What follows belongs to an exercise in optimizing a design on an open flow for small area; a production flow would make more cautious choices. Where RTL was checked, it was by simulation tests only, not by an equivalence proof against the original. No functional check of the RTL was part of runs 1 and 2. Power and IR drop assume default switching activity.

## design/flow/design.v

```verilog
`timescale 1ns / 1ps
module digits(
    input  [5:0] value,
    input        sel_tens,
    output [3:0] bcd
    );
    wire [3:0] tens = value / 10;
    wire [3:0] ones = value % 10;
    assign bcd = sel_tens ? tens : ones;
endmodule
`timescale 1ns / 1ps
module seven_seg(
    input clk,
    input por,
    input reset,
    input st23,                
    input [5:0] seconds,
    input [5:0] minutes,
    input [4:0] hours,
    input blink_lo,            
    input blink_hi,            
    input blink_phase,         
    output reg [0:6] seg,
    output reg [3:0] digit
    );
    reg [3:0] scan;            
    reg [3:0] cur;             
    wire [3:0] scan_nxt = por ? 4'd0 : scan + 4'd1;
    wire [1:0] sel_nxt  = scan_nxt[3:2];
    always @(posedge clk or posedge reset)
        if (reset) scan <= 0;
        else       scan <= scan_nxt;
    wire [5:0] val = sel_nxt[1] ? (st23 ? minutes : {1'b0, hours})
                                : (st23 ? seconds : minutes);
    wire [3:0] bcd;
    digits digits_1(.value(val), .sel_tens(sel_nxt[0]), .bcd(bcd));
    always @(posedge clk or posedge reset)
        if (reset) cur <= 0;
        else       cur <= bcd;
    always @* begin
        case (scan[3:2])
            2'b00: digit = 4'b1110;
            2'b01: digit = 4'b1101;
            2'b10: digit = 4'b1011;
            2'b11: digit = 4'b0111;
        endcase
    end
    wire dark = ~blink_phase & (scan[3] ? blink_hi : blink_lo);
    wire A = cur[3], B = cur[2], C = cur[1], D = cur[0];
    wire sa = A | C | B & D | ~B & ~D;
    wire sb = ~B | ~C & ~D | C & D;
    wire sc = B | ~C | D;
    wire sd = A | ~B & ~D | ~B & C | C & ~D | B & ~C & D;
    wire se = ~B & ~D | C & ~D;
    wire sf = A | ~C & ~D | B & ~C | B & ~D;
    wire sg = A | ~B & C | B & ~C | C & ~D;
    always @* seg = ~({sa, sb, sc, sd, se, sf, sg} & {7{~dark}});
endmodule
`timescale 1ns / 1ps
module top(input clk, por, reset, start_stop, mode, edit_shift, inc,
           output reg buzzer, output [0:6] seg, output [3:0] digit, output [4:0] mode_value);
reg [1:0] edit_place;
reg [5:0] seconds, minutes;
reg [4:0] hours;
reg [5:0] seconds_temp, minutes_temp;
reg [4:0] hours_temp;
reg [5:0] al_minutes;
reg [4:0] al_hours;
reg [4:0] day_temp;
reg [3:0] month_temp;
reg tm_state, tm_nstate;
reg sw_state, sw_nstate;
reg alarm_state, alarm_nstate;
reg [2:0] state;     
reg adv;             
reg moved;           
reg trigger;
reg [4:0] scount;    
reg [4:0] a_count;   
wire st0 = ~state[2] & ~state[1] & ~state[0];
wire st1 = ~state[1] & state[0];
wire st2 = state[1] & ~state[0];
wire st3 = state[1] & state[0];
wire st4 = state[2];
wire [2:0] state_nxt = state[2] ? 3'd0 : state + 3'd1;
assign mode_value = moved ? {st1, st2, st3, st4, st0} : {st0, st1, st2, st3, st4};
reg [4:0] c25;
reg half, sclk;
wire c25_end = c25[4] & c25[3];    
always @(posedge clk) begin
    if (por) begin
        c25 <= 0; half <= 0; sclk <= 0;
    end else if (c25_end) begin
        c25 <= 0;
        half <= ~half;
        if (half) sclk <= ~sclk;
    end else
        c25 <= c25 + 5'd1;
end
wire tick    = sclk & ~half & (c25 == 5'd0);    
wire tick_49 = sclk & half & c25_end;           
wire lt15 = scount < 5'd15;
wire s15  = scount == 5'd15;
wire s16  = scount == 5'd16;
wire gt15 = ~lt15 & ~s15;
wire ge15 = ~lt15;
wire [4:0] sc_inc = scount + {4'd0, ~&scount};
wire R = reset, M = mode, E = edit_shift, I = inc, S = start_stop;
wire al = alarm_state, tm = tm_state, sw = sw_state;
wire trig = trigger;
wire [1:0] ep = edit_place;
wire ep0 = ep == 2'd0, ep1 = ep == 2'd1;
wire c_AS  = st0 & ~M & al & S;
wire c_I   = st0 & ~M & ~(al & S) & I;
wire c_rel = st0 & ~M & ~(al & S) & ~I;
wire e_R   = st1 & R;
wire e_M   = st1 & ~R & M;
wire e_E   = st1 & ~R & ~M & E;
wire e_I   = st1 & ~R & ~M & ~E & I;
wire e_rel = st1 & ~R & ~M & ~E & ~I;
wire t0    = st2 & ~tm;
wire t_R   = t0 & R;
wire t_M   = t0 & ~R & M;
wire t_I   = t0 & ~R & ~M & I;
wire t_E   = t0 & ~R & ~M & ~I & E;
wire t_S   = t0 & ~R & ~M & ~I & ~E & S;
wire t_rel = t0 & ~R & ~M & ~I & ~E & ~S;
wire t_S1  = st2 & tm & S;
wire t_run = st2 & tm & ~S & tick & tm_nstate;
wire w0    = st3 & ~sw;
wire w_R   = w0 & R;
wire w_M   = w0 & ~R & M;
wire w_S   = w0 & ~R & ~M & S;
wire w_rel = w0 & ~R & ~M & ~S;
wire w_S1  = st3 & sw & S;
wire w_run = st3 & sw & ~S & tick & sw_nstate;
wire a_M   = st4 & M;
wire a_S   = st4 & ~M & S;
wire a_I   = st4 & ~M & ~S & ~al & I;
wire a_E   = st4 & ~M & ~S & ~al & ~I & E;
wire a_rel = st4 & ~M & ~S & ~(~al & (I | E));
wire any_M = st0 & M | e_M | t_M | w_M | a_M;
wire step  = c_rel | e_rel | t_rel | w_rel | a_rel;         
wire idle  = step | st2 & tm & ~S | st3 & sw & ~S;          
wire sec_z   = seconds == 6'd0;
wire sec_59  = seconds == 6'd59;
wire sec_lt59 = seconds < 6'd59;
wire min_z   = minutes == 6'd0;
wire min_lt59 = minutes < 6'd59;
wire [5:0] sec_up = sec_lt59 ? seconds + 6'd1 : 6'd0;
wire [5:0] sec_dn = sec_z ? 6'd59 : seconds - 6'd1;
wire c1 = st1 & ep[1];         
wire min_lt = c1 ? (minutes < 6'd12) : st2 ? (minutes < 6'd60) : min_lt59;
wire [5:0] min_up = min_lt ? minutes + 6'd1 : {5'd0, c1};
wire [5:0] min_dn = minutes - 6'd1;
wire [4:0] mlen = {4'b1111, month_temp[0] ^ month_temp[3]};    
wire hr_lt = c1 ? ((minutes == 6'd2) ? (hours < 5'd28) : (hours < mlen)) : (hours < 5'd23);
wire [4:0] hr_up = hr_lt ? hours + 5'd1 : {4'd0, c1};
wire t_keep = t_R & gt15 | t_I & gt15 | t_run & min_z & sec_z;
wire w_keep = w_R & gt15 | w_run & ~min_lt59 & sec_59;
wire m_up  = e_I & s15 & ~ep[0] | t_I & s15 & ep1 | w_run & min_lt59 & ~sec_lt59 | a_I & s15 & ep0;
wire m_dn  = t_run & ~min_z & sec_z;
wire m_c   = e_R & s15 | t_R & s15 | w_R & s15 |
             trig & (st2 & ~t_keep & ~m_up & ~m_dn | st3 & ~w_keep & ~m_up);
wire m_al  = c_AS & ge15 | trig & st4 & ~m_up;
wire m_mo  = c_I & ge15 | e_rel & ep[1];
wire m_mt  = c_rel | e_rel & ~ep[1];
wire m_keep = ~(m_up | m_dn | m_c | m_al | m_mo | m_mt);
wire [5:0] minutes_nxt = {6{m_keep}} & minutes | {6{m_up}} & min_up | {6{m_dn}} & min_dn |
                         {6{m_c}} & {5'd0, c1} | {6{m_al}} & al_minutes |
                         {6{m_mo}} & {2'd0, month_temp} | {6{m_mt}} & minutes_temp;
wire s_up = t_I & s15 & ~ep1 | w_run & ~(~min_lt59 & sec_59);
wire s_dn = t_run & ~(min_z & sec_z);
wire s_z  = e_R & s15 & ~ep[1] | t_R & s15 | w_R & s15 |
            trig & (st2 & ~t_keep & ~s_up & ~s_dn | st3 & ~w_keep & ~s_up);
wire s_t  = c_rel;
wire s_keep = ~(s_up | s_dn | s_z | s_t);
wire [5:0] seconds_nxt = {6{s_keep}} & seconds | {6{s_up}} & sec_up | {6{s_dn}} & sec_dn |
                         {6{s_t}} & seconds_temp;
wire h_up = e_I & s15 & ep[0] | a_I & s15 & ep1;
wire h_c  = e_R & s15;
wire h_al = c_AS & ge15 | trig & st4 & ~h_up;
wire h_dy = c_I & ge15 | e_rel & ep[1];
wire h_ht = c_rel | e_rel & ~ep[1];
wire h_keep = ~(h_up | h_c | h_al | h_dy | h_ht);
wire [4:0] hours_nxt = {5{h_keep}} & hours | {5{h_up}} & hr_up | {5{h_c}} & {4'd0, c1} |
                       {5{h_al}} & al_hours | {5{h_dy}} & day_temp | {5{h_ht}} & hours_temp;
wire blink_any = (st0 & al & S & scount > 5'd1) | (st0 & I & scount > 5'd14) | (st3 & ~sw);
seven_seg seven_seg_1(
    .clk(clk), .por(por), .reset(reset), .st23(state[1]),
    .seconds(seconds), .minutes(minutes), .hours(hours),
    .blink_lo(blink_any | (st1 & ~ep[0]) | (st2 & ~tm & ep0) | (st4 & ~al & ep0)),
    .blink_hi(blink_any | (st1 & ep[0]) | (st2 & ~tm & ep1) | (st4 & ~al & ep1)),
    .blink_phase(half), .seg(seg), .digit(digit));
wire commit_t = st1 & ~ep[1] & s16;
wire sec_t59 = seconds_temp == 6'd59;
wire min_t59 = minutes_temp == 6'd59;
wire hr_t23  = hours_temp == 5'd23;
always @(posedge clk) begin
  if (por) begin
    seconds_temp <= 0;
    minutes_temp <= 0;
    hours_temp <= 0;
    buzzer <= 0;
    a_count <= 0;
  end else begin
    if (tick)
      seconds_temp <= sec_t59 ? 6'd0 : seconds_temp + 6'd1;
    else if (commit_t & R)
      seconds_temp <= seconds;
    if (tick & sec_t59)
      minutes_temp <= min_t59 ? 6'd0 : minutes_temp + 6'd1;
    else if (commit_t & (R | I))
      minutes_temp <= minutes;
    if (tick & sec_t59 & min_t59)
      hours_temp <= hr_t23 ? 5'd0 : hours_temp + 5'd1;
    else if (commit_t & (R | I))
      hours_temp <= hours;
    if (hours_temp == al_hours && minutes_temp == al_minutes && al) begin
      if (seconds_temp == 0)
        buzzer <= 1;
      else if (S && buzzer) begin
        if (a_count == 15)
          buzzer <= 0;
        a_count <= a_count + {4'd0, ~a_count[4]};
      end else
        a_count <= 0;
    end else begin
      a_count <= 0;
      buzzer <= 0;
    end
  end
end
wire day_end = sec_t59 & min_t59 & hr_t23 & tick_49;
wire commit_d = st1 & ep[1] & s16 & (R | I);
wire roll = (month_temp == 4'd2 & day_temp == 5'd28) | (day_temp == mlen);
always @(posedge clk) begin
  if (por) begin
    day_temp <= 1;
    month_temp <= 1;
  end else begin
    if (day_end)
      day_temp <= roll ? 5'd1 : day_temp + 5'd1;
    else if (commit_d)
      day_temp <= hours;
    if (day_end & roll)
      month_temp <= (month_temp == 4'd12) ? 4'd1 : month_temp + 4'd1;
    else if (commit_d)
      month_temp <= minutes[3:0];
  end
end
always @(posedge clk) begin
  if (por) begin
    edit_place <= 0;
    seconds <= 0;
    minutes <= 0;
    hours <= 0;
    al_minutes <= 0;
    al_hours <= 0;
    tm_state <= 0;
    tm_nstate <= 0;
    sw_state <= 0;
    sw_nstate <= 0;
    alarm_state <= 0;
    alarm_nstate <= 0;
    state <= 0;
    adv <= 0;
    moved <= 0;
    trigger <= 0;
    scount <= 0;
  end else begin
    seconds <= seconds_nxt;
    minutes <= minutes_nxt;
    hours <= hours_nxt;
    scount <= idle ? 5'd0 : ((c_AS | c_I) & ge15) ? scount : sc_inc;
    moved <= step & adv;
    if (step & adv) begin
      state <= state_nxt;
      adv <= 0;
    end else if (any_M & s15)
      adv <= 1;
    trigger <= st0 & (trig | M & s15) | e_M & gt15 | e_rel & adv |
               t_M & s15 | t_rel & adv | w_M & gt15 | w_rel & adv;
    if (e_E & s15)
      edit_place <= ep + 2'd1;
    else if ((t_E | a_E) & s15)
      edit_place <= {1'b0, ep0};
    else if (trig & ~st0 & ~((e_E | t_E | a_E) & gt15))
      edit_place <= 0;
    if (t_S & s15) tm_nstate <= 1;
    else if (t_S1 & s15 | t_run & min_z & sec_z) tm_nstate <= 0;
    if (t_rel | st2 & tm & ~S) tm_state <= tm_nstate;
    if (w_S & s15) sw_nstate <= 1;
    else if (w_S1 & s15 | w_run & ~min_lt59 & sec_59) sw_nstate <= 0;
    if (w_rel | st3 & sw & ~S) sw_state <= sw_nstate;
    if (a_S & s15) alarm_nstate <= ~al;
    if (c_rel | a_rel) alarm_state <= alarm_nstate;
    if (a_rel & ~al) begin
      al_minutes <= minutes;
      al_hours <= hours;
    end
  end
end
endmodule
```

## design/flow/flow/run.sh

```bash
#!/bin/bash
# Own layout flow: the standard flow (standard.sh) with
#  - an area-oriented ABC script for the combinational logic in synthesis
#    (same Yosys synthesis otherwise: -nofsm -noshare, flatten, renames; registers untouched),
#  - the smallest buffer cell for the port buffers,
#  - a clock tree without dummy loads, from smaller clock buffers,
# Every tool's output goes to the ORFS logs under orfs/logs/, make's output to flow.log.
set -euo pipefail
W=$(pwd)
CTS="-sink_clustering_enable -repair_clock_nets -dont_use_dummy_load $(cat flow/cts_args)"
{
  printf 'proc abc {args} { set i [lsearch $args -script]; if {$i >= 0} { lset args [expr {$i+1}] %s }; yosys abc {*}$args }\n' "$W/flow/abc_area.script"
  cat synth_recipe.tcl
} > my_synth.tcl
sed -e "s|SYNTH_SCRIPT=[^ ]*|SYNTH_SCRIPT=$W/my_synth.tcl|" \
    -e "s|\"\${@:-finish}\"|\"BUFFER_PORTS_ARGS=-buffer_cell sky130_fd_sc_hd__buf_1\" \"CTS_ARGS=$CTS\" \"\${@:-finish}\"|" \
    standard.sh > my_standard.sh
bash my_standard.sh > flow.log 2>&1
```

## design/flow/flow/abc_area.script

```
strash
dch -f
amap
strash
&get -n
&deepsyn -T 20
&put
dch -f
amap
topo
```

## design/flow/flow/cts_args

```
-buf_list sky130_fd_sc_hd__clkbuf_16 -sink_clustering_size 50 -sink_clustering_max_diameter 500
```

## design/flow/standard.sh

```bash
#!/bin/bash
# synth_recipe.tcl (not shown) runs the flow's synth.tcl, then flattens the netlist and writes it again
# the make line also repeats each setting of config.mk as NAME=value (left out here)
make -C /OpenROAD-flow-scripts/flow DESIGN_CONFIG=/design/flow/config.mk WORK_HOME=/design/flow/orfs CLKGATE_MAP_FILE= SYNTH_SCRIPT=/design/flow/synth_recipe.tcl "${@:-finish}"
```

## design/flow/config.mk

```make
export PLATFORM = sky130hd
export DESIGN_NAME = top
export DESIGN_NICKNAME = top
export VERILOG_FILES = /design/flow/design.v
export SDC_FILE = /design/flow/constraint.sdc
export NUM_CORES = 4
export LEC_CHECK = 0
export CAP_MARGIN = 20
export CORE_MARGIN = 2
export CORE_UTILIZATION = 40
export SLEW_MARGIN = 20
```

## design/flow/constraint.sdc

```tcl
create_clock -name core_clock -period 10.0 [get_ports {clk}]
set_input_delay 2.0000 -clock core_clock [delete_from_list [all_inputs] [get_ports {clk}]]
set_output_delay 2.0000 -clock core_clock [all_outputs]
set_load 0.01 [all_outputs]
```

==> results of run 1 <==
-- path summary, 6_finish.rpt --
check,from,endpoint
max,por,seven_seg_1.cur[2]
min,c25[0],c25[0]
max reg2reg,minutes[0],minutes[5]
min reg2reg,c25[0],c25[0]
max in group asynchronous,reset,seven_seg_1.scan[2]
min in group asynchronous,reset,seven_seg_1.scan[3]
-- registers in the layout (all words and copies together) (netlist names), 2 cells and up --
register	cells
al_minutes	6
month_temp	4
scount	5
al_hours	5
seconds_temp	6
seconds	6
c25	5
seven_seg_1.scan	4
minutes	6
day_temp	5
seven_seg_1.cur	4
hours	5
state	3
edit_place	2
minutes_temp	6
a_count	5
hours_temp	5
-- kinds of logic (layout without fill, tap and decap cells) --
kind of cell,after synthesis,count (layout),share of synthesized area [%]
AO/OA/AOI/OAI,238,238,27.8
AND/OR/NAND/NOR,311,311,23.9
adder cells (fa/ha/maj),28,28,6.06
flip-flops,94,94,33.2
buffers and inverters,139,175,9.02
-- worst register-to-register path, stage by stage, from the launching register on --
cell and delay, ns:
dfxtp_1 0.56, clkinv_1 0.29, ha_1 0.29, clkinv_1 0.06, nor2_1 0.08, clkinv_1 0.10
nor3_1 0.07, nor4_1 0.40, clkinv_1 0.35, nor2_1 0.46, clkinv_1 0.38, o21ai_0 0.25
o22ai_1 0.13, nor3_1 0.51, clkinv_1 0.19, a21oi_1 0.17, a2111oi_0 0.07, nor2_1 0.11
-- cell usage after synthesis, types with 8 or more instances --
master and number:
a222oi_1 9, a21oi_1 40, nor3_1 47, o21ai_0 52
o22ai_1 40, nand4_1 10, nand3_1 24, nand2_1 70
clkinv_1 139, o221ai_1 16, nor2_1 124, a31oi_1 11
dfrtp_1 8, ha_1 28, dfxtp_1 86
-- per-layer routing --
layer  GRT usage (%)  wire length, um
met1            32.2             8250
met2            36.5             8240
met3            4.09             1310
met4            7.34              295
met5               0                0
-- where the power goes --
group | total, mW | switching [mW] | internal [mW]
registers | 0.391 | 0.00878 | 0.383
clock network | 0.296 | 0.137 | 0.159
logic | 0.0797 | 0.0534 | 0.0263
-- stage by stage --
stage                     instances  setup WS (ns)  utilization, %
after floorplan                 810           4.61               -
after detailed placement       1017           3.17            43.8
after global routing           1026           2.84            45.4
after CTS                      1026           3.53            45.4
after global placement         1017           3.39            43.8
final                          1026           3.46            45.4
-- layout make-up --
cell class	count	area (um^2)	area share, %
Inverter	139	522	8.21
Timing Repair Buffer	27	118	1.85
Tap cell	180	225	3.54
Multi-Input combinational cell	577	3340	52.6
Sequential cell	94	1920	30.2
Clock buffer	9	225	3.54
==> results.txt, run 1 <==
Status: complete, no violations
Standard-cell rows: 43
Gr usage total: 23.1%
Buf+Inv Stages, Crit Path: 8
Layout fillers: 1456
Normalized max-slew margin: 48.6%
Worst path slowest cell: clkinv_1
Post_cts resized: 0
Hold WC Path Type: flop to flop
Hold_ws: 0.457 ns
Initial Util: 41.3%
Via/cell ratio: 5.92
R2R depth: 17
H-tree depth: 3
Number of buffers created by CTS: 9
Fin crit share: 65.4%
First-pass GRT wire length: 28800 um
Crit path max fanout: 38
Yosys warns: 2
CTS max path bufs: 2
Core area: 14000 um^2
Final Hold Viols: 0
Skew final: 0.0131 ns
R2R Setup Slk: 5.48 ns
Largest net degree at the start of global routing: 39
CTS Hold Buffers Added: 0
IO Port Bufs: 23
Ys flop type: dfxtp_1
Leading area contributor after synthesis: dfxtp_1
Cell variety after synth: 48
Clock sink count: 94
Detailed-router iteration count before antenna repair: 6
Async SR Flop Fraction: 8.51%
Critical Path Source Type: input pin
Sequential cell area fraction in the yosys report: 33.2%
WL/cell: 17.6 um
Worst setup path class: input pin to flop
Sum Neg Setup Slack: 0 ns
Crit-path most repeated cell: clkinv_1
Max stage delay on crit path: 0.67 ns
DR iter-0 viols: 580
I/O pin count: 24
Final setup vio count: 0
Max Fclk: 153 MHz
Crit path required time: 10.24 ns
Syn Area/Cell: 7.14 um^2
Die footprint: 15400 um^2
Vias in the first global route: 5484
CTS tree: done
P&R area growth vs syn: 9.91%
Total design power: 767 uW
Post-Syn Area: 5780 um^2
Fin. max-slew vios: 0
Commonest non-fill, non-tap cells in the layout: clkinv_1, nor2_1, dfxtp_1, nand2_1, o21ai_0
Placed Area: 6130 um^2
Clk pin slew, worst setup/hold paths: 0.06 ns
Area contributors post-synth: dfxtp_1, clkinv_1, nor2_1, ha_1, nand2_1
DIE HEIGHT: 124 um
Cell chain of the critical path: clkbuf_2 > buf_4 > clkinv_1 > o21ai_0 > a31oi_1 > nor2_1 > nor2_1 > a222oi_1 > clkinv_1 > nand3_1 > o21ai_0 > nor3_1 > clkinv_1 > a31oi_1 > clkinv_1 > o21ai_0 > clkinv_1 > o221ai_1 > nand3_1 > nand2_1 > nand2_1 > clkinv_1 > o22ai_1 > a32o_1
Die width: 124 um
DP Wirelength: 13900 um
# DRC: 0
Worst path depth: 24
Pleak: 2.16 nW
Post-CTS Setup Inserts: 0
Post-synth EDFFs: 0
RSZ-0062 raised after global routing: no
Skew-Pair Late Insertion Delay: 0.35 ns
Leading cell type in the layout, fill and taps excluded: clkinv_1
Max-Cap Viols: 0
Finished layout cell area: 6360 um^2
Post-route ant nets: 0
Gp weighted congestion: 0.986
Worst setup EP type: flop
Root Driver: clkbuf_16
N_diodes: 0
Total gr overflow: 0
Yosys reg bits: 94
Tmin final: 6.54 ns
Cell Pwr Density: 121 nW/um^2
Delay-heaviest family, CP: compound AO/OA/AOI/OAI gates
Post-Syn Instances: 810
Share of cells above drive strength 1: 1.77%
Yosys top cell area share: 29.8%
Detailed Route WL: 18100 um
Hold Path Stages: 1
Syn_nets: 845
Final nets: 883
Via count: 6069
Initial antenna violation count: 0
Crit path DAT: 6.78 ns
Worst ir drop on vdd: 0.0763 mV
Worst-Margin Slew: 0.762 ns
==> run 2: changes to the inputs <==
==> design/flow/flow/cts_args (replaced) <==
-buf_list sky130_fd_sc_hd__clkbuf_8 -sink_clustering_size 100 -sink_clustering_max_diameter 500
==> run 2 against run 1 <==
Compared with the run above: still clean; clock-buffer cell count stayed put; register-to-register slack hardly changed; sequential cell count stayed put; cell area is 1.6% lower; sequential power hardly changed; largest power group unchanged.
==> results.txt, run 2 <==
Post-route ant nets: 0
Via count: 6066
Crit path max fanout: 38
Max Fclk: 153 MHz
Worst setup path class: input pin to flop
Worst reg2reg endpoint: minutes[5]
Ys flop type: dfxtp_1
Sum Neg Setup Slack: 0 ns
Normalized max-slew margin: 46.2%
Max-Cap Viols: 0
Cell Pwr Density: 109 nW/um^2
Syn_nets: 845
Hold WC Path Type: flop to flop
Post-synth EDFFs: 0
Final Hold Viols: 0
Leading area contributor after synthesis: dfxtp_1
Standard-cell rows: 43
Async SR Flop Fraction: 8.51%
Leading cell type in the layout, fill and taps excluded: clkinv_1
Switching Share: 28.0%
Yosys warns: 2
Fin crit share: 65.5%
Gr usage total: 23.1%
Max stage delay on crit path: 0.70 ns
Die width: 124 um
IO Port Bufs: 23
DR iter-0 viols: 563
Tmin final: 6.55 ns
Share of cells above drive strength 1: 1.77%
Net Sw Power: 190 uW
Via/cell ratio: 5.91
Post-synth top cells: clkinv_1, nor2_1, dfxtp_1
Area contributors post-synth: dfxtp_1, clkinv_1, nor2_1, ha_1, nand2_1
Vias in the first global route: 5482
Most frequent cell after synthesis: clkinv_1
Total gr overflow: 0
Initial Util: 41.3%
HP Start: c25[0]
Part of the power in combinational logic: 11.7%
Largest net degree at the start of global routing: 39
Hold-critical path endpoint: c25[0]
Number of buffers created by CTS: 9
Clock sink count: 94
Core area: 14000 um^2
R2R depth: 17
Yosys reg bits: 94
Commonest non-fill, non-tap cells in the layout: clkinv_1, nor2_1, dfxtp_1, nand2_1, o21ai_0
Die footprint: 15400 um^2
Status: complete, no violations
Cell chain of the critical path: clkbuf_2 > buf_4 > clkinv_1 > o21ai_0 > a31oi_1 > nor2_1 > nor2_1 > a222oi_1 > clkinv_1 > nand3_1 > o21ai_0 > nor3_1 > clkinv_1 > a31oi_1 > clkinv_1 > o21ai_0 > clkinv_1 > o221ai_1 > nand3_1 > nand2_1 > nand2_1 > clkinv_1 > o22ai_1 > a32o_1
Final nets: 883
R2R Setup Slk: 5.47 ns
Crit path required time: 10.28 ns
P&R area growth vs syn: 8.16%
Met3 Usage GRT: 4.60%
Post-Syn Area: 5780 um^2
DP Wirelength: 13900 um
Cell variety after synth: 48
Hold Path Stages: 1
I/O pin count: 24
Detailed Route WL: 18000 um
Gp weighted congestion: 0.986
Fin. max-slew vios: 0
Pleak: 2.11 nW
Yosys top cell area share: 29.8%
Reg2Reg Launch Point: minutes[0]
Sequential cell area fraction in the yosys report: 33.2%
DIE HEIGHT: 124 um
# DRC: 0
H-tree depth: 3
Post-Syn Instances: 810
Skew final: 0.0194 ns
Clk pwr share: 30.7%
Worst ir drop on vdd: 0.0571 mV
Worst-Margin Slew: 0.798 ns
Met1 Usage GRT: 32.0%
Crit-path most repeated cell: clkinv_1
Crit path DAT: 6.83 ns
Worst path slowest cell: clkinv_1
Post_cts resized: 0
Detailed-router iteration count before antenna repair: 5
First-pass GRT wire length: 28800 um
CTS tree: done
Critical Path Source Type: input pin
RSZ-0062 raised after global routing: no
Total design power: 679 uW
Root Driver: clkbuf_8
Post-CTS Setup Inserts: 0
Sequential power share: 57.5%
GRT met2 Usage: 36.5%
Final setup vio count: 0
N_diodes: 0
Initial antenna violation count: 0
Most Crowded Layer GR: met2
WL/cell: 17.5 um
CTS Hold Buffers Added: 0
Int Pwr: 489 uW
CTS max path bufs: 2
Syn Area/Cell: 7.14 um^2
Skew-Pair Late Insertion Delay: 0.39 ns
Worst setup EP type: flop
Clk pin slew, worst setup/hold paths: 0.09 ns
## run 2: cells by family after synthesis
group	after synthesis	share of synthesized area [%]
adders and majority gates	28	6.06
AOI/OAI and AO/OA	238	27.8
buffers and inverters	139	9.02
and+or+nand+nor	311	23.9
DFF	94	33.2
## run 2: metrics by stage
stage	util (%)	setup WS, ns	hold slack, ns	instance area [um^2]	cells
after floorplan	-	4.61	0.415	5780	810
after global placement	43.8	3.39	0.441	6130	1017
after detailed placement	43.8	3.17	0.440	6130	1017
after CTS	44.7	3.58	0.459	6250	1026
after global routing	44.7	2.89	0.479	6250	1026
final	44.7	3.45	0.461	6250	1026
## run 2: worst max-delay path by stage
| stage | start | end | cells past startpoint | slack (ns) |
|---|---|---|---|---|
| after global placement | por | seven_seg_1.cur[2] | 24 | 3.39 |
| after detailed placement | por | seven_seg_1.cur[2] | 24 | 3.17 |
| final | por | seven_seg_1.cur[2] | 24 | 3.45 |
| after CTS | por | seven_seg_1.cur[2] | 24 | 3.58 |
| after floorplan | por | seven_seg_1.cur[2] | 22 | 4.61 |
| after global routing | por | seven_seg_1.cur[2] | 24 | 2.89 |
## run 2: layer usage
layer | share of wire [%] | routed length (um)
met1 | 46 | 8310
met2 | 46 | 8210
met3 | 6.7 | 1210
met4 | 1.5 | 275
met5 | 0 | 0
## run 2: power groups by stage
stage                     logic, mW  registers [mW]  clock network [mW]
final                        0.0797           0.391               0.209
after floorplan              0.0537           0.397                   0
after detailed placement     0.0789           0.399                   0
after CTS                    0.0791           0.391               0.217
after global routing         0.0902           0.392               0.227
after global placement       0.0786           0.400                   0
## run 2: area by class of cell
cell class	count	area [um^2]
timing repair buffer	27	118
fill	1465	7730
inverter	139	522
multi-input combinational	577	3340
sequential	94	1920
tap	180	225
clock buffer	9	124
## run 2: critical path, delay by kind of cell
kind | cells | cell delay [ns]
AOI/OAI and AO/OA | 9 | 1.80
buffers and inverters | 8 | 1.74
and+or+nand+nor | 7 | 1.25
==> run 3: changes to the inputs <==
--- a/design/flow/design.v
+++ b/design/flow/design.v
@@ -148,13 +148,18 @@
 wire min_z   = minutes == 6'd0;
 wire min_lt59 = minutes < 6'd59;
-wire [5:0] sec_up = sec_lt59 ? seconds + 6'd1 : 6'd0;
-wire [5:0] sec_dn = sec_z ? 6'd59 : seconds - 6'd1;
+wire use_hr  = st1 & ep[0] | st4 & ep1;
+wire use_min = st1 & ~ep[0] | st2 & (tm ? sec_z : ep1) | st3 & ~sec_lt59 | st4 & ep0;
+wire dn = st2 & tm;
+wire [5:0] opnd = use_min ? minutes : use_hr ? {1'b0, hours} : seconds;
+wire [5:0] pm1 = opnd + {{5{dn}}, 1'b1};
+wire [5:0] sec_up = sec_lt59 ? pm1 : 6'd0;
+wire [5:0] sec_dn = sec_z ? 6'd59 : pm1;
 wire c1 = st1 & ep[1];         
 wire min_lt = c1 ? (minutes < 6'd12) : st2 ? (minutes < 6'd60) : min_lt59;
-wire [5:0] min_up = min_lt ? minutes + 6'd1 : {5'd0, c1};
-wire [5:0] min_dn = minutes - 6'd1;
+wire [5:0] min_up = min_lt ? pm1 : {5'd0, c1};
+wire [5:0] min_dn = pm1;
 wire [4:0] mlen = {4'b1111, month_temp[0] ^ month_temp[3]};    
 wire hr_lt = c1 ? ((minutes == 6'd2) ? (hours < 5'd28) : (hours < mlen)) : (hours < 5'd23);
-wire [4:0] hr_up = hr_lt ? hours + 5'd1 : {4'd0, c1};
+wire [4:0] hr_up = hr_lt ? pm1[4:0] : {4'd0, c1};
 wire t_keep = t_R & gt15 | t_I & gt15 | t_run & min_z & sec_z;
 wire w_keep = w_R & gt15 | w_run & ~min_lt59 & sec_59;
==> run 3 against run 2 <==
Compared with the run above: still clean; via count grew 1.3%; global-route usage grew 2.8 points; synthesized area shrank 0.39%; sequential power is essentially flat; register-to-register slack lost 0.52 ns; worst setup slack gained 0.27 ns; largest power group unchanged; highest routed layer unchanged.
==> results.txt, run 3 <==
Status: complete, no violations
Post-Syn Instances: 783
Worst setup EP type: primary output
Initial antenna violation count: 0
Root Driver: clkbuf_8
Max-Cap Viols: 0
Largest net degree at the start of global routing: 44
Crit path DAT: 4.27 ns
Leading area contributor after synthesis: dfxtp_1
Yosys reg bits: 94
Final Hold Viols: 0
Most frequent cell after synthesis: nor2_1
Detailed Route WL: 19100 um
Via count: 6142
Post-Syn Area: 5760 um^2
First-pass GRT wire length: 30400 um
Crit path required time: 8.00 ns
Standard-cell rows: 43
DP Wirelength: 14700 um
Async SR Flop Fraction: 8.51%
Number of buffers created by CTS: 9
Worst setup path class: input pin to primary output
Post-synth EDFFs: 0
Clk pin slew, worst setup/hold paths: 0.07 ns
Detailed-router iteration count before antenna repair: 7
P&R area growth vs syn: 8.10%
Vias in the first global route: 5729
Skew-Pair Late Insertion Delay: 0.38 ns
Cell Pwr Density: 107 nW/um^2
Post-Synth Simple-Gate Area: 23.3%
Critical Path Source Type: input pin
Share of cells above drive strength 1: 1.71%
CTS max path bufs: 2
Largest family of logic cells by synthesized area: compound AO/OA/AOI/OAI gates
Post-Synth Adder-Cell Area: 5.99%
Yosys warns: 2
Max stage delay on crit path: 0.66 ns
Gr usage total: 25.9%
CTS Hold Buffers Added: 0
Synth Area in XOR/XNOR: 0%
Delay-heaviest family, CP: compound AO/OA/AOI/OAI gates
Hold WC Path Type: flop to flop
CTS tree: done
Skew final: 0.0201 ns
WL/cell: 19.2 um
Max Fclk: 159 MHz
Worst ir drop on vdd: 0.0752 mV
Tmin final: 6.27 ns
Layout fillers: 1414
Post-synth top cells: nor2_1, clkinv_1, dfxtp_1
Commonest non-fill, non-tap cells in the layout: nor2_1, clkinv_1, dfxtp_1, nand2_1, o22ai_1
Area contributors post-synth: dfxtp_1, nor2_1, clkinv_1, ha_1, o22ai_1
Initial Util: 41.2%
Yosys top cell area share: 29.9%
Sum Neg Setup Slack: 0 ns
Buf+Inv Stages, Crit Path: 4
DIE HEIGHT: 124 um
Ys flop type: dfxtp_1
N_diodes: 0
Die width: 124 um
Syn Area/Cell: 7.36 um^2
Via/cell ratio: 6.15
Total gr overflow: 0
Cell variety after synth: 48
# DRC: 0
Worst-Margin Slew: 0.924 ns
Gp weighted congestion: 0.938
Fin crit share: 62.7%
Die footprint: 15400 um^2
Leading cell type in the layout, fill and taps excluded: nor2_1
Clock sink count: 94
Sequential cell area fraction in the yosys report: 33.4%
Post_cts resized: 0
Pleak: 2.04 nW
Final setup vio count: 0
Synth Area in Compound Gates: 28.9%
IO Port Bufs: 23
Normalized max-slew margin: 37.9%
I/O pin count: 24
Crit path max fanout: 9
DR iter-0 viols: 616
Post-route ant nets: 0
H-tree depth: 3
Post-CTS Setup Inserts: 0
Syn_nets: 817
Fin. max-slew vios: 0
Final nets: 855
Hold_ws: 0.446 ns
Core area: 14000 um^2
RSZ-0062 raised after global routing: no
Worst path slowest cell: a2111oi_0
Cell chain of the critical path: buf_1 > clkinv_1 > nor2_1 > clkinv_1 > nand2_1 > o21ai_0 > o21ai_0 > a2111oi_0 > nor2_1 > a31o_1 > or2_0 > buf_1
Mux cell area share after synthesis: 0%
run 3: changes by cell type after synthesis, sizes merged, moves of 5 or more:
cell    previous run  this run
clkinv           139       129
nor3              47        29
nand2             70        52
o22a               1         6
a221oi             7        16
or2                5        19
a31oi             11        18
a21oi             40        26
nor2             124       130
o21ai             52        39
run 3: stage by stage:
step | std cells | utilization (%) | instance area, um^2 | power (mW) | setup slack [ns]
after floorplan | 783 | - | 5760 | 0.442 | 4.54
after global placement | 990 | 43.6 | 6100 | 0.466 | 3.90
after detailed placement | 990 | 43.6 | 6100 | 0.469 | 3.77
after CTS | 999 | 44.5 | 6230 | 0.675 | 3.75
after global routing | 999 | 44.5 | 6230 | 0.699 | 3.50
final | 999 | 44.5 | 6230 | 0.665 | 3.73
run 3: final cells by class:
| class | count | area (um^2) | area share, % |
|---|---|---|---|
| Clock buffer | 9 | 124 | 1.99 |
| Inverter | 129 | 484 | 7.78 |
| Timing Repair Buffer | 27 | 118 | 1.89 |
| Sequential cell | 94 | 1920 | 30.9 |
| Tap cell | 180 | 225 | 3.62 |
| Multi-Input combinational cell | 560 | 3350 | 53.9 |
run 3: final timing paths:
check	cells after the start	slack (ns)	startpoint	to
setup / recovery	12	3.73	start_stop	seg[3]
hold / removal	1	0.45	seven_seg_1.scan[0]	seven_seg_1.scan[0]
setup reg to reg	20	4.95	state[0]	hours[4]
hold reg to reg	1	0.45	seven_seg_1.scan[0]	seven_seg_1.scan[0]
max in group asynchronous	2	8.05	reset	seven_seg_1.scan[3]
min in group asynchronous	2	1.64	reset	seven_seg_1.scan[2]
run 3: kinds of logic (layout without fill, tap and decap cells):
kind of cell             count (synthesis)  count (layout)
flip-flops                              94              94
adder cells (fa/ha/maj)                 27              27
AND/OR/NAND/NOR                        297             297
AO/OA/AOI/OAI                          236             236
buffers and inverters                  129             165
run 3: metal layers:
layer / up-vias / share of wire (%) / track usage (%)
li1: 2962 / - / -
met1: 2888 / 45 / 34.3
met2: 263 / 46 / 42.2
met3: 29 / 7.1 / 5.77
met4: 0 / 2.1 / 7.87
met5: - / 0 / 0
run 3: report_power, final:
part	total [mW]	switching (mW)	internal [mW]
clock	0.204	0.123	0.0809
combinational	0.0724	0.0486	0.0238
sequential	0.389	0.00743	0.381
total	0.665	0.179	0.486
==> run 4: changes to the inputs <==
==> design/flow/flow/run.sh (replaced) <==
#!/bin/bash
# Own layout flow: the standard flow (standard.sh) with
#  - an area-oriented ABC script for the combinational logic in synthesis, and adders left
#    to ABC instead of ORFS's adder cell mapping (same Yosys synthesis otherwise: -nofsm
#    -noshare, flatten, renames; registers untouched),
#  - the smallest buffer cell for the port buffers,
#  - a clock tree without dummy loads, from smaller clock buffers,
# Every tool's output goes to the ORFS logs under orfs/logs/, make's output to flow.log.
set -euo pipefail
W=$(pwd)
CTS="-sink_clustering_enable -repair_clock_nets -dont_use_dummy_load $(cat flow/cts_args)"
{
  printf 'proc abc {args} { set i [lsearch $args -script]; if {$i >= 0} { lset args [expr {$i+1}] %s }; yosys abc {*}$args }\n' "$W/flow/abc_area.script"
  cat synth_recipe.tcl
} > my_synth.tcl
sed -e "s|SYNTH_SCRIPT=[^ ]*|SYNTH_SCRIPT=$W/my_synth.tcl|" \
    -e "s|\"\${@:-finish}\"|ADDER_MAP_FILE= \"BUFFER_PORTS_ARGS=-buffer_cell sky130_fd_sc_hd__buf_1\" \"CTS_ARGS=$CTS\" \"\${@:-finish}\"|" \
    standard.sh > my_standard.sh
bash my_standard.sh > flow.log 2>&1
==> design/flow/flow/abc_area.script (replaced) <==
strash
balance -l
resub -K 6 -l
rewrite -l
resub -K 6 -N 2 -l
refactor -l
resub -K 8 -l
balance -l
resub -K 8 -N 2 -l
rewrite -l
resub -K 10 -l
rewrite -z -l
resub -K 10 -N 2 -l
balance -l
resub -K 12 -l
refactor -z -l
resub -K 12 -N 2 -l
rewrite -z -l
balance -l
dch -f
amap
strash
&get -n
&deepsyn -T 30
&put
dch -f
amap -F 2 -A 8
topo
==> run 4 against run 3 <==
Compared with the run above: global-route usage fell by 1.5 points; worst setup slack improved by 0.049 ns; utilization up 0.19 points; clock power about the same; critical path type unchanged; highest routed layer unchanged.
==> results.txt, run 4 <==
Status: complete, no violations
N_diodes: 0
Hold WC Path Type: flop to flop
Fin crit share: 62.3%
Area contributors post-synth: dfxtp_1, clkinv_1, nor2_1, nand2_1, o22ai_1
Most frequent cell after synthesis: clkinv_1
H-tree depth: 3
Initial antenna violation count: 0
Post-Syn Area: 5220 um^2
Largest net degree at the start of global routing: 36
Syn Area/Cell: 7.31 um^2
Core area: 12700 um^2
Skew-Pair Late Insertion Delay: 0.38 ns
Via count: 5685
Post-route ant nets: 0
Initial Util: 41.2%
Number of buffers created by CTS: 9
Max stage delay on crit path: 0.32 ns
Final nets: 758
Sum Neg Setup Slack: 0 ns
Cell Pwr Density: 110 nW/um^2
Skew final: 0.0208 ns
Tmin final: 6.23 ns
Cell chain of the critical path: buf_1 > clkinv_1 > nor2_1 > clkinv_1 > nand2_1 > o21ai_0 > o21ai_0 > a211oi_1 > nor2_1 > clkinv_1 > o21ai_0 > or2_0 > buf_1
CTS max path bufs: 2
Yosys reg bits: 94
Normalized max-slew margin: 37.7%
Yosys top cell area share: 33.0%
Reg2Reg Launch Point: state[1]
Delay-heaviest family, CP: buffers and inverters
Clk pin slew, worst setup/hold paths: 0.06 ns
Commonest non-fill, non-tap cells in the layout: clkinv_1, nor2_1, dfxtp_1, nand2_1, o22ai_1
Die footprint: 14000 um^2
Worst reg2reg endpoint: seconds[5]
Gr usage total: 24.5%
Post-Syn Instances: 714
Pleak: 1.91 nW
Hold_ws: 0.427 ns
IO Port Bufs: 23
Final Hold Viols: 0
P&R area growth vs syn: 8.59%
CTS tree: done
Detailed Route WL: 16900 um
Placed cells: 912
Max-Cap Viols: 0
Ys flop type: dfxtp_1
Max Fclk: 161 MHz
R2R Setup Slk: 5.42 ns
Final setup vio count: 0
Yosys warns: 2
RSZ-0062 raised after global routing: no
Standard-cell rows: 41
DIE HEIGHT: 118 um
DR iter-0 viols: 623
Worst setup path class: input pin to primary output
Post-synth EDFFs: 0
Root Driver: clkbuf_8
R2R depth: 17
Clock sink count: 94
Post-CTS Setup Inserts: 0
Sequential cell area fraction in the yosys report: 36.8%
Gp weighted congestion: 0.953
Worst path slowest cell: clkinv_1
Leading area contributor after synthesis: dfxtp_1
Total gr overflow: 0
Hold Path Stages: 1
Worst ir drop on vdd: 0.111 mV
Via/cell ratio: 6.17
Cell Count, Final, Fillers Out: 921
DP Wirelength: 13200 um
Die width: 118 um
Post-synth top cells: clkinv_1, nor2_1, dfxtp_1
Cell variety after synth: 47
Fin. max-slew vios: 0
Post_cts resized: 0
Crit path required time: 8.00 ns
Vias in the first global route: 5367
Detailed-router iteration count before antenna repair: 9
Hold-critical path endpoint: c25[0]
Buf+Inv Stages, Crit Path: 5
WL/cell: 18.4 um
CTS Hold Buffers Added: 0
Worst-Margin Slew: 0.927 ns
Crit path max fanout: 9
Worst setup EP type: primary output
I/O pin count: 24
Crit path DAT: 4.23 ns
Syn_nets: 721
First-pass GRT wire length: 27400 um
# DRC: 0
Share of cells above drive strength 1: 1.60%
HP Start: c25[0]
Async SR Flop Fraction: 8.51%
Critical Path Source Type: input pin
Leading cell type in the layout, fill and taps excluded: clkinv_1
[run 4: worst register-to-register path: stages, from the launching register on]
cell       delay (ns)
dfxtp_1          0.45
clkinv_1         0.26
nor2_1           0.20
clkinv_1         0.21
nor2_1           0.49
clkinv_1         0.29
nor2_1           0.22
a221o_1          0.15
nor2_1           0.12
a222oi_1         0.72
nand2_1          0.16
nor3_1           0.24
and2_0           0.19
nand2_1          0.06
o31ai_1          0.18
a21oi_1          0.14
or3_1            0.35
o2111ai_1        0.08
[run 4: cell families (layout without fill, tap and decap cells)]
logic type / after synthesis / after routing / share of synthesized area (%)
AO/OA/AOI/OAI: 234 / 234 / 32.1
buffers and inverters: 121 / 156 / 8.71
flip-flops: 94 / 94 / 36.8
AND/OR/NAND/NOR: 265 / 265 / 22.3
[run 4: power breakdown]
group,leakage (nW),internal (mW),switching (mW)
combinational,1.04,0.0101,0.0276
sequential,0.802,0.378,0.00365
clock,0.0647,0.0808,0.122
[run 4: layout make-up]
cell class	count	area [um^2]
clock buffer	9	124
multi-input combinational	499	2840
timing repair buffer	26	109
sequential	94	1920
fill	1339	7010
inverter	121	454
tap	172	215
[run 4: layer usage]
| layer | vias to the layer above | part of all wire, % | GRT usage [%] |
|---|---|---|---|
| met2 | 252 | 44 | 38.8 |
| li1 | 2732 | - | - |
| met5 | - | 0 | 0 |
| met4 | 0 | 2.3 | 7.23 |
| met3 | 26 | 8.5 | 5.65 |
| met1 | 2675 | 45 | 33.2 |
[run 4: per-stage QoR]
| stage | area [um^2] | power (mW) | util, % | worst slack [ns] |
|---|---|---|---|---|
| after global routing | 5660 | 0.643 | 44.7 | 3.48 |
| final | 5660 | 0.622 | 44.7 | 3.77 |
| after global placement | 5540 | 0.426 | 43.7 | 3.99 |
| after CTS | 5660 | 0.626 | 44.7 | 3.84 |
| after detailed placement | 5540 | 0.427 | 43.7 | 3.85 |
| after floorplan | 5220 | 0.412 | - | 4.64 |
[run 4: worst max path at each step]
stage	to	slack [ns]	cells after the start	start
2_1_floorplan	seg[3]	4.64	11	start_stop
3_3_place_gp	seg[3]	3.99	13	start_stop
3_5_place_dp	seg[3]	3.85	13	start_stop
4_1_cts	seg[3]	3.84	13	start_stop
5_1_grt	seg[3]	3.48	13	start_stop
6_report	seg[3]	3.77	13	start_stop
==> run 5: changes to the inputs <==
--- a/design/flow/design.v
+++ b/design/flow/design.v
@@ -105,5 +105,5 @@
 wire gt15 = ~lt15 & ~s15;
 wire ge15 = ~lt15;
-wire [4:0] sc_inc = scount + {4'd0, ~&scount};
+wire [4:0] sc_inc = scount + {4'd0, ~(scount[4] & scount[3])};    
 wire R = reset, M = mode, E = edit_shift, I = inc, S = start_stop;
 wire al = alarm_state, tm = tm_state, sw = sw_state;
==> design/flow/flow/cts_args (replaced) <==
-buf_list sky130_fd_sc_hd__clkbuf_16 -sink_clustering_size 100 -sink_clustering_max_diameter 500 -sink_buffer_max_cap_derate 1.0
==> run 5 against run 4 <==
Compared with the run above: still clean on timing, DRC and antenna; maximum frequency up 4.5%; sequential share of layout area down 1.0 points; critical endpoint is now seven_seg_1.cur[1]; clock-buffer cell count unchanged; clock power up 42%; largest power group unchanged; cell area up 3.2%; combinational power down 29%; synthesized cell count up 3.8%.
==> results.txt, run 5 <==
Status: complete, no violations
Total design power: 695 uW
WL/cell: 18.8 um
Worst setup EP type: flop
Cell Pwr Density: 119 nW/um^2
Gp weighted congestion: 0.968
DP Wirelength: 13900 um
H-tree depth: 3
Crit path DAT: 6.21 ns
Via count: 5871
Delay-heaviest family, CP: compound AO/OA/AOI/OAI gates
DIE HEIGHT: 119 um
Post_cts resized: 0
Cell chain of the critical path: clkbuf_2 > buf_4 > clkinv_1 > o21ai_0 > a21oi_1 > nor2_1 > nor2_1 > a222oi_1 > clkinv_1 > o21ai_0 > nor2b_1 > o22ai_1 > nor2b_1 > nor2_1 > nor2_1 > o31ai_1
P&R area growth vs syn: 10.7%
Final cell utilization of the core: 45.8%
Number of buffers created by CTS: 9
Normalized max-slew margin: 31.6%
Via/cell ratio: 6.18
Pleak: 1.93 nW
Max stage delay on crit path: 0.72 ns
Sequential cell area fraction in the yosys report: 36.4%
Syn_nets: 748
Post-route ant nets: 0
Final nets: 787
Largest net degree at the start of global routing: 50
Core area: 12800 um^2
Critical Path Source Type: input pin
Die width: 119 um
Skew-Pair Late Insertion Delay: 0.35 ns
Post-CTS Setup Inserts: 0
Most frequent cell after synthesis: nor2_1
Fin. max-slew vios: 0
Max Fclk: 168 MHz
Crit path required time: 10.25 ns
Fin crit share: 59.6%
Crit-path most repeated cell: nor2_1
Final setup vio count: 0
Hold_ws: 0.420 ns
CTS tree: done
Leading cell type in the layout, fill and taps excluded: nor2_1
Final Hold Viols: 0
# DRC: 0
Worst path slowest cell: a222oi_1
CTS max path bufs: 2
Yosys warns: 2
CTS Hold Buffers Added: 0
Die footprint: 14100 um^2
Syn Area/Cell: 7.12 um^2
Skew final: 0.0160 ns
R2R depth: 17
Tmin final: 5.96 ns
Clock sink count: 94
Initial antenna violation count: 0
IO Port Bufs: 23
Commonest non-fill, non-tap cells in the layout: nor2_1, clkinv_1, dfxtp_1, nand2_1, o21ai_0
Max-Cap Viols: 0
Clk pin slew, worst setup/hold paths: 0.06 ns
Total gr overflow: 0
Standard-cell rows: 41
Worst setup path class: input pin to flop
Hold WC Path Type: flop to flop
Worst-Margin Slew: 1.01 ns
N_diodes: 0
Detailed-router iteration count before antenna repair: 6
RSZ-0062 raised after global routing: no
Async SR Flop Fraction: 8.51%
Worst path depth: 16
Post-synth top cells: nor2_1, clkinv_1, dfxtp_1
First-pass GRT wire length: 28300 um
Vias in the first global route: 5277
Root Driver: clkbuf_16
Share of cells above drive strength 1: 1.93%
Leading area contributor after synthesis: dfxtp_1
Yosys reg bits: 94
R2R Setup Slk: 5.28 ns
Crit path max fanout: 49
Sum Neg Setup Slack: 0 ns
Area contributors post-synth: dfxtp_1, nor2_1, clkinv_1, o22ai_1, a222oi_1
Post-Syn Instances: 741
Detailed Route WL: 17800 um
DR iter-0 viols: 848
Yosys top cell area share: 32.6%
Worst ir drop on vdd: 0.142 mV
Post-synth EDFFs: 0
Hold Path Stages: 1
Cell variety after synth: 40
Initial Util: 41.3%
I/O pin count: 24
Ys flop type: dfxtp_1
Gr usage total: 25.2%
Buf+Inv Stages, Crit Path: 4
Post-Syn Area: 5280 um^2
-- run 5: changes by cell type after synthesis, sizes merged, moves of 5 or more --
cell	delta
nand2	-8
nor3	+8
or3	+5
nand4	+5
o21ai	+11
o21a	-5
o22ai	+6
nor2	+20
o221ai	-18
a2111oi	+6
a222oi	+5
clkinv	+8
-- run 5: area by class of cell --
type / instances / area, um^2
Fill cell: 1345 / 6930
Tap cell: 172 / 215
Sequential cell: 94 / 1920
Inverter: 129 / 484
Timing Repair Buffer: 28 / 125
Multi-Input combinational cell: 518 / 2870
Clock buffer: 9 / 225
-- run 5: kinds of logic after synthesis --
logic type             synth area share [%]
AND/OR/NAND/NOR                        24.1
flip-flops                             36.4
AO/OA/AOI/OAI                          30.3
buffers and inverters                  9.17
-- run 5: metal layers --
layer  GRT usage, %  routed length, um
met1           35.3               7900
met2           38.4               7900
met3           5.12               1560
met4           8.93                459
met5              0                  0
-- run 5: final timing paths --
check	startpoint	endpoint
setup / recovery	por	seven_seg_1.cur[1]
max in group asynchronous	reset	seven_seg_1.scan[1]
setup reg to reg	state[1]	seconds[3]
hold reg to reg	c25[0]	c25[0]
hold / removal	c25[0]	c25[0]
min in group asynchronous	reset	seven_seg_1.scan[2]
-- run 5: power breakdown --
part	leakage, nW	internal, mW	switching [mW]
Clock	0.111	0.158	0.131
Sequential	0.803	0.378	0.00224
Combinational	1.02	0.00631	0.0202
-- run 5: stage by stage --
stage          cells  worst slack, ns  instance area (um^2)
2_1_floorplan    741             4.72                  5280
3_3_place_gp     941             4.09                  5620
3_5_place_dp     941             3.80                  5620
4_1_cts          950             4.11                  5840
5_1_grt          950             3.65                  5840
6_report         950             4.04                  5840
==> run 6: changes to the inputs <==
==> design/flow/flow/cts_args (replaced) <==
-buf_list sky130_fd_sc_hd__clkbuf_8 -sink_clustering_size 40 -sink_clustering_max_diameter 500 -sink_buffer_max_cap_derate 1.0
==> run 6 against run 5 <==
Compared with the run above: wire length about the same; clock power fell by about 30%; non-clock buffer count stayed put; global-route usage fell by 0.053 points; cell area down 1.7%; combinational power barely moved; synthesized cell count stayed put; first-iteration DRC count down 11%; critical path type unchanged.
==> results.txt, run 6 <==
Cell Pwr Density: 106 nW/um^2
Layout fillers: 1354
Largest net degree at the start of global routing: 50
Place WS: 3.80 ns
CTS tree: done
Post-Syn Area: 5280 um^2
Root Driver: clkbuf_8
CTS Hold Buffers Added: 0
WL/cell: 18.7 um
Worst setup path class: input pin to flop
Critical Path Source Type: input pin
Fin crit share: 59.7%
Total gr overflow: 0
Tmin final: 5.97 ns
Syn Area/Cell: 7.12 um^2
Sequential cell area fraction in the yosys report: 36.4%
Detailed Route WL: 17800 um
Post-CTS Setup Inserts: 0
Most frequent cell after synthesis: nor2_1
Crit path max fanout: 49
DIE HEIGHT: 119 um
Commonest non-fill, non-tap cells in the layout: nor2_1, clkinv_1, dfxtp_1, nand2_1, o21ai_0
Yosys reg bits: 94
DR iter-0 viols: 752
Final WS setup: 4.03 ns
Post-route ant nets: 0
CTS max path bufs: 2
Standard-cell rows: 41
Gp weighted congestion: 0.968
Yosys top cell area share: 32.6%
Max-Cap Viols: 0
Ys flop type: dfxtp_1
Status: complete, no violations
Via/cell ratio: 6.21
Leading cell type in the layout, fill and taps excluded: nor2_1
Total design power: 607 uW
Cell chain of the critical path: clkbuf_2 > buf_4 > clkinv_1 > o21ai_0 > a21oi_1 > nor2_1 > nor2_1 > a222oi_1 > clkinv_1 > o21ai_0 > nor2b_1 > o22ai_1 > nor2b_1 > nor2_1 > nor2_1 > o31ai_1
Pleak: 1.88 nW
Hold WC Path Type: flop to flop
IO Port Bufs: 23
Buf+Inv Stages, Crit Path: 4
DP Wirelength: 13900 um
Reg area: 1920 um^2
Worst ir drop on vdd: 0.113 mV
Delay-heaviest family, CP: compound AO/OA/AOI/OAI gates
Crit-path most repeated cell: nor2_1
Initial Util: 41.3%
Clk pin slew, worst setup/hold paths: 0.08 ns
Final setup vio count: 0
Syn_nets: 748
Detailed-router iteration count before antenna repair: 9
Via count: 5895
Vias in the first global route: 5249
Skew final: 0.0212 ns
Final Hold Viols: 0
Number of buffers created by CTS: 9
Clock sink count: 94
Post_cts resized: 0
Core area: 12800 um^2
Max stage delay on crit path: 0.75 ns
Crit path DAT: 6.25 ns
Finished layout cell area: 5740 um^2
Post-synth EDFFs: 0
Worst-Margin Slew: 1.04 ns
Fin. max-slew vios: 0
First-pass GRT wire length: 28200 um
Area contributors post-synth: dfxtp_1, nor2_1, clkinv_1, o22ai_1, a222oi_1
Final nets: 787
Post-synth top cells: nor2_1, clkinv_1, dfxtp_1
N_diodes: 0
Cell variety after synth: 40
Die footprint: 14100 um^2
RSZ-0062 raised after global routing: no
Gr usage total: 25.2%
# DRC: 0
Skew-Pair Late Insertion Delay: 0.38 ns
Placed Area: 5620 um^2
Yosys warns: 2
Worst path slowest cell: a222oi_1
Share of cells above drive strength 1: 1.93%
Die width: 119 um
Multi-input gate area: 2870 um^2
Worst setup EP type: flop
Async SR Flop Fraction: 8.51%
Hold_ws: 0.423 ns
Normalized max-slew margin: 29.8%
I/O pin count: 24
Crit path required time: 10.28 ns
Sum Neg Setup Slack: 0 ns
H-tree depth: 3
Max Fclk: 168 MHz
Initial antenna violation count: 0
P&R area growth vs syn: 8.79%
Post-Syn Instances: 741
Leading area contributor after synthesis: dfxtp_1
-- run 6: final timing paths --
kind / slack (ns) / to / start / cells after the start
max: 4.03 / seven_seg_1.cur[1] / por / 16
min: 0.42 / c25[0] / c25[0] / 1
max reg2reg: 5.24 / seconds[3] / state[1] / 17
min reg2reg: 0.42 / c25[0] / c25[0] / 1
max in group asynchronous: 8.02 / seven_seg_1.scan[1] / reset / 2
min in group asynchronous: 1.69 / seven_seg_1.scan[2] / reset / 2
-- run 6: cell type report --
| type | instances | area share (%) |
|---|---|---|
| Sequential cell | 94 | 33.5 |
| Timing Repair Buffer | 28 | 2.18 |
| Inverter | 129 | 8.43 |
| Clock buffer | 9 | 2.16 |
| Multi-Input combinational cell | 518 | 50.0 |
| Tap cell | 172 | 3.75 |
-- run 6: through the flow --
stage               std cells  utilization (%)
detailed placement        941             44.0
global route              950             45.0
global placement          941             44.0
floorplan                 741                -
finish                    950             45.0
CTS                       950             45.0
-- run 6: where the power goes --
part / internal [mW] / leakage, nW / switching (mW)
Clock: 0.0808 / 0.0647 / 0.121
Combinational: 0.00631 / 1.02 / 0.0203
Sequential: 0.377 / 0.803 / 0.00223
Total: 0.464 / 1.88 / 0.143
-- run 6: worst reg2reg max path: cells and delay by family, from the launching register on --
family,cells,cell delay (ns)
simple gates,7,1.01
buf+inv,5,1.15
flops,1,0.54
compound gates,5,1.94
-- run 6: per-layer routing --
layer	global-route usage, %	vias up	routed length [um]
met5	0	-	0
met4	8.78	0	516
met3	6.23	40	1480
met2	37.9	276	7810
met1	35.0	2782	8000
li1	-	2797	-
-- run 6: cells by family after synthesis --
logic type,count (synthesis),synth area share [%]
AO/OA/AOI/OAI,229,30.3
AND/OR/NAND/NOR,289,24.1
buffers and inverters,129,9.17
flip-flops,94,36.4
==> run 7: changes to the inputs <==
--- a/design/flow/design.v
+++ b/design/flow/design.v
@@ -148,18 +148,13 @@
 wire min_z   = minutes == 6'd0;
 wire min_lt59 = minutes < 6'd59;
-wire use_hr  = st1 & ep[0] | st4 & ep1;
-wire use_min = st1 & ~ep[0] | st2 & (tm ? sec_z : ep1) | st3 & ~sec_lt59 | st4 & ep0;
-wire dn = st2 & tm;
-wire [5:0] opnd = use_min ? minutes : use_hr ? {1'b0, hours} : seconds;
-wire [5:0] pm1 = opnd + {{5{dn}}, 1'b1};
-wire [5:0] sec_up = sec_lt59 ? pm1 : 6'd0;
-wire [5:0] sec_dn = sec_z ? 6'd59 : pm1;
+wire [5:0] sec_up = sec_lt59 ? seconds + 6'd1 : 6'd0;
+wire [5:0] sec_dn = sec_z ? 6'd59 : seconds - 6'd1;
 wire c1 = st1 & ep[1];         
 wire min_lt = c1 ? (minutes < 6'd12) : st2 ? (minutes < 6'd60) : min_lt59;
-wire [5:0] min_up = min_lt ? pm1 : {5'd0, c1};
-wire [5:0] min_dn = pm1;
+wire [5:0] min_up = min_lt ? minutes + 6'd1 : {5'd0, c1};
+wire [5:0] min_dn = minutes - 6'd1;
 wire [4:0] mlen = {4'b1111, month_temp[0] ^ month_temp[3]};    
 wire hr_lt = c1 ? ((minutes == 6'd2) ? (hours < 5'd28) : (hours < mlen)) : (hours < 5'd23);
-wire [4:0] hr_up = hr_lt ? pm1[4:0] : {4'd0, c1};
+wire [4:0] hr_up = hr_lt ? hours + 5'd1 : {4'd0, c1};
 wire t_keep = t_R & gt15 | t_I & gt15 | t_run & min_z & sec_z;
 wire w_keep = w_R & gt15 | w_run & ~min_lt59 & sec_59;
==> design/flow/flow/cts_args (replaced) <==
-buf_list sky130_fd_sc_hd__clkbuf_8 -sink_clustering_size 100 -sink_clustering_max_diameter 500
--- a/design/flow/config.mk
+++ b/design/flow/config.mk
@@ -8,4 +8,4 @@
 export CAP_MARGIN = 20
 export CORE_MARGIN = 2
-export CORE_UTILIZATION = 40
+export CORE_UTILIZATION = 65
 export SLEW_MARGIN = 20
==> run 7 against run 6 <==
Compared with the run above: still clean on timing, DRC and antenna; first-iteration DRC count is 57% higher; synthesized cell count unchanged; die area down 37%; utilization up 27 points; clock-buffer cell count did not move; worst setup slack better by 0.024 ns; cell area fell by 2.2%; sequential cell count stayed put; maximum frequency grew 0.40%; critical path depth fell by 8.
==> results.txt, run 7 <==
Max-Cap Viols: 0
Clk pwr share: 33.0%
Post-synth EDFFs: 0
Root Driver: clkbuf_8
Hold WC Path Type: flop to flop
First-pass GRT wire length: 26900 um
Area contributors post-synth: dfxtp_1, clkinv_1, nor2_1, o21ai_0, nand2_1
Crit-path most repeated cell: buf_1
Fin crit share: 59.4%
P&R area growth vs syn: 6.70%
Worst path slowest cell: o21ai_0
Die footprint: 8830 um^2
Gr usage total: 38.7%
Yosys top cell area share: 32.7%
Core area: 7770 um^2
Fin. max-slew vios: 0
Post-Syn Instances: 741
Number of buffers created by CTS: 9
CTS max path bufs: 2
Initial Util: 67.8%
Post-CTS Setup Inserts: 0
Leading area contributor after synthesis: dfxtp_1
CTS tree: done
Via count: 6117
Clock sink count: 94
Final setup vio count: 0
H-tree depth: 3
Int Pwr: 465 uW
Total gr overflow: 0
Worst setup path class: input pin to primary output
Via/cell ratio: 6.97
Delay-heaviest family, CP: compound AO/OA/AOI/OAI gates
I/O pin count: 24
Leading cell type in the layout, fill and taps excluded: clkinv_1
Max Fclk: 168 MHz
Worst setup EP type: primary output
Part of the power in combinational logic: 4.7%
Async SR Flop Fraction: 8.51%
Crit path required time: 8.00 ns
Detailed-router iteration count before antenna repair: 9
Crit path max fanout: 7
Commonest non-fill, non-tap cells in the layout: clkinv_1, nor2_1, dfxtp_1, nand2_1, o21ai_0
Yosys warns: 2
Sequential power share: 62.3%
Crit path DAT: 3.94 ns
Sum Neg Setup Slack: 0 ns
Hold_ws: 0.425 ns
Max stage delay on crit path: 0.58 ns
Cell chain of the critical path: buf_1 > o211ai_1 > a21oi_1 > o21ai_0 > clkinv_1 > a221o_1 > or2_0 > buf_1
Final nets: 784
Share of cells above drive strength 1: 1.42%
Placed Area: 5490 um^2
Pleak: 1.83 nW
Skew final: 0.0232 ns
Detailed Route WL: 16500 um
Vias in the first global route: 5540
Worst ir drop on vdd: 0.0760 mV
Largest net degree at the start of global routing: 34
CTS Hold Buffers Added: 0
Normalized max-slew margin: 49.1%
Gp weighted congestion: 1.06
N_diodes: 0
# DRC: 0
Finished layout cell area: 5620 um^2
IO Port Bufs: 23
Total design power: 609 uW
Die width: 94.0 um
Post-Syn Area: 5260 um^2
Final Hold Viols: 0
Tmin final: 5.94 ns
Post-synth top cells: clkinv_1, nor2_1, dfxtp_1
Syn_nets: 748
Worst-Margin Slew: 0.761 ns
Buf+Inv Stages, Crit Path: 3
Post-route ant nets: 0
Initial antenna violation count: 0
R2R Setup Slk: 5.96 ns
Post_cts resized: 0
DR iter-0 viols: 1182
Critical Path Source Type: input pin
DP Wirelength: 12400 um
Clk pin slew, worst setup/hold paths: 0.09 ns
Switching Share: 23.6%
Most frequent cell after synthesis: clkinv_1
Net Sw Power: 144 uW
RSZ-0062 raised after global routing: no
Skew-Pair Late Insertion Delay: 0.36 ns
Status: complete, no violations
Cell variety after synth: 40
Syn Area/Cell: 7.10 um^2
WL/cell: 18.8 um
Ys flop type: dfxtp_1
Yosys reg bits: 94
Standard-cell rows: 32
DIE HEIGHT: 94.0 um
Sequential cell area fraction in the yosys report: 36.5%
Cell Pwr Density: 108 nW/um^2
run 7: cell families (layout without fill, tap and decap cells):
logic type	count (synthesis)	after routing	synth area share [%]
flip-flops	94	94	36.5
AO/OA/AOI/OAI	243	243	31.9
AND/OR/NAND/NOR	268	268	21.9
buffers and inverters	136	170	9.70
run 7: worst reg2reg max path, stage by stage, from the launching register on:
cell and delay (ns):
dfxtp_1 0.57, clkinv_1 0.33, nor2_1 0.35, clkinv_1 0.20, nor2_1 0.18, clkinv_1 0.13
nor3_1 0.30, nand2_1 0.12, nor3_1 0.36, nor3_1 0.08, o21ai_0 0.33, o2111a_1 0.35
or3_1 0.15, nor3_1 0.04, a2111oi_0 0.34, nor2_1 0.07
run 7: power groups by stage:
stage                     Sequential [mW]  Clock, mW  Combinational [mW]
after floorplan                     0.387          0              0.0166
after global placement              0.388          0              0.0264
after detailed placement            0.388          0              0.0276
after CTS                           0.379      0.198              0.0277
after global routing                0.380      0.212              0.0317
final                               0.379      0.201              0.0286
run 7: path summary, 6_finish.rpt:
| check | endpoint | startpoint | cells after the start |
|---|---|---|---|
| worst min-delay path | c25[0] | c25[0] | 1 |
| worst min register to register | c25[0] | c25[0] | 1 |
| min in group asynchronous | seven_seg_1.scan[2] | reset | 2 |
| worst max-delay path | seg[3] | start_stop | 8 |
| worst max register to register | seconds[3] | state[1] | 15 |
| max in group asynchronous | seven_seg_1.scan[3] | reset | 2 |
run 7: layout make-up:
class	count	area, um^2
Inverter	136	510
Tap cell	102	128
Timing Repair Buffer	25	101
Fill cell	645	2150
Sequential cell	94	1920
Clock buffer	9	124
Multi-Input combinational cell	511	2830
run 7: per-layer routing:
| metal | vias to the layer above | part of all wire, % | track usage, % | wire, um |
|---|---|---|---|---|
| li1 | 2779 | - | - | - |
| met2 | 477 | 44 | 60.6 | 7290 |
| met3 | 85 | 11 | 5.38 | 1830 |
| met5 | - | 0 | 0 | 0 |
| met1 | 2776 | 40 | 52.4 | 6590 |
| met4 | 0 | 4.6 | 18.7 | 750 |
run 7: through the flow:
step	cells	worst slack [ns]	utilization (%)
6_report	877	4.06	72.3
2_1_floorplan	741	4.83	-
5_1_grt	877	3.92	72.3
3_5_place_dp	868	4.13	70.7
4_1_cts	877	4.12	72.3
3_3_place_gp	868	4.24	70.7

[static timing again, ports no longer ideal]
How much do the figures lean on ideal ports? The routed layouts below were timed once more, with nothing changed but the port constraints. Step 1, drivers: a clkbuf_16 drives clk and a buf_2 each remaining input, both assumed. Step 2 times the ports against the registers' clock, not the clock port: input delays grow and output delays shrink by t, the midpoint of the rising clock arrivals with the driver on. a / b / c = no drivers / after step 1 / after step 2; a / b = the first two.
run | t (ns) | setup WS [ns] | worst setup path after step 2 | worst register clock-pin slew, ns | cell pins on the clock port's net
run 1 | 0.391 | 3.457 / 3.476 / 3.086 | input to register | 0.07 / 0.07 | 1
run 2 | 0.415 | 3.452 / 3.465 / 3.050 | input to register | 0.10 / 0.10 | 1
run 3 | 0.403 | 3.725 / 3.706 / 3.706 | input to output | 0.09 / 0.09 | 1
run 4 | 0.401 | 3.774 / 3.753 / 3.753 | input to output | 0.09 / 0.09 | 1
run 5 | 0.381 | 4.044 / 4.044 / 3.679 | input to register | 0.07 / 0.07 | 1
run 6 | 0.409 | 4.032 / 4.031 / 3.638 | input to register | 0.09 / 0.09 | 1
run 7 | 0.385 | 4.056 / 4.034 / 4.034 | input to output | 0.09 / 0.09 | 1
After both steps every run listed still meets setup and hold. For run 2, which loses most, drivers alone change the setup slack by +0.013 ns; drivers and shift together by -0.402 ns.
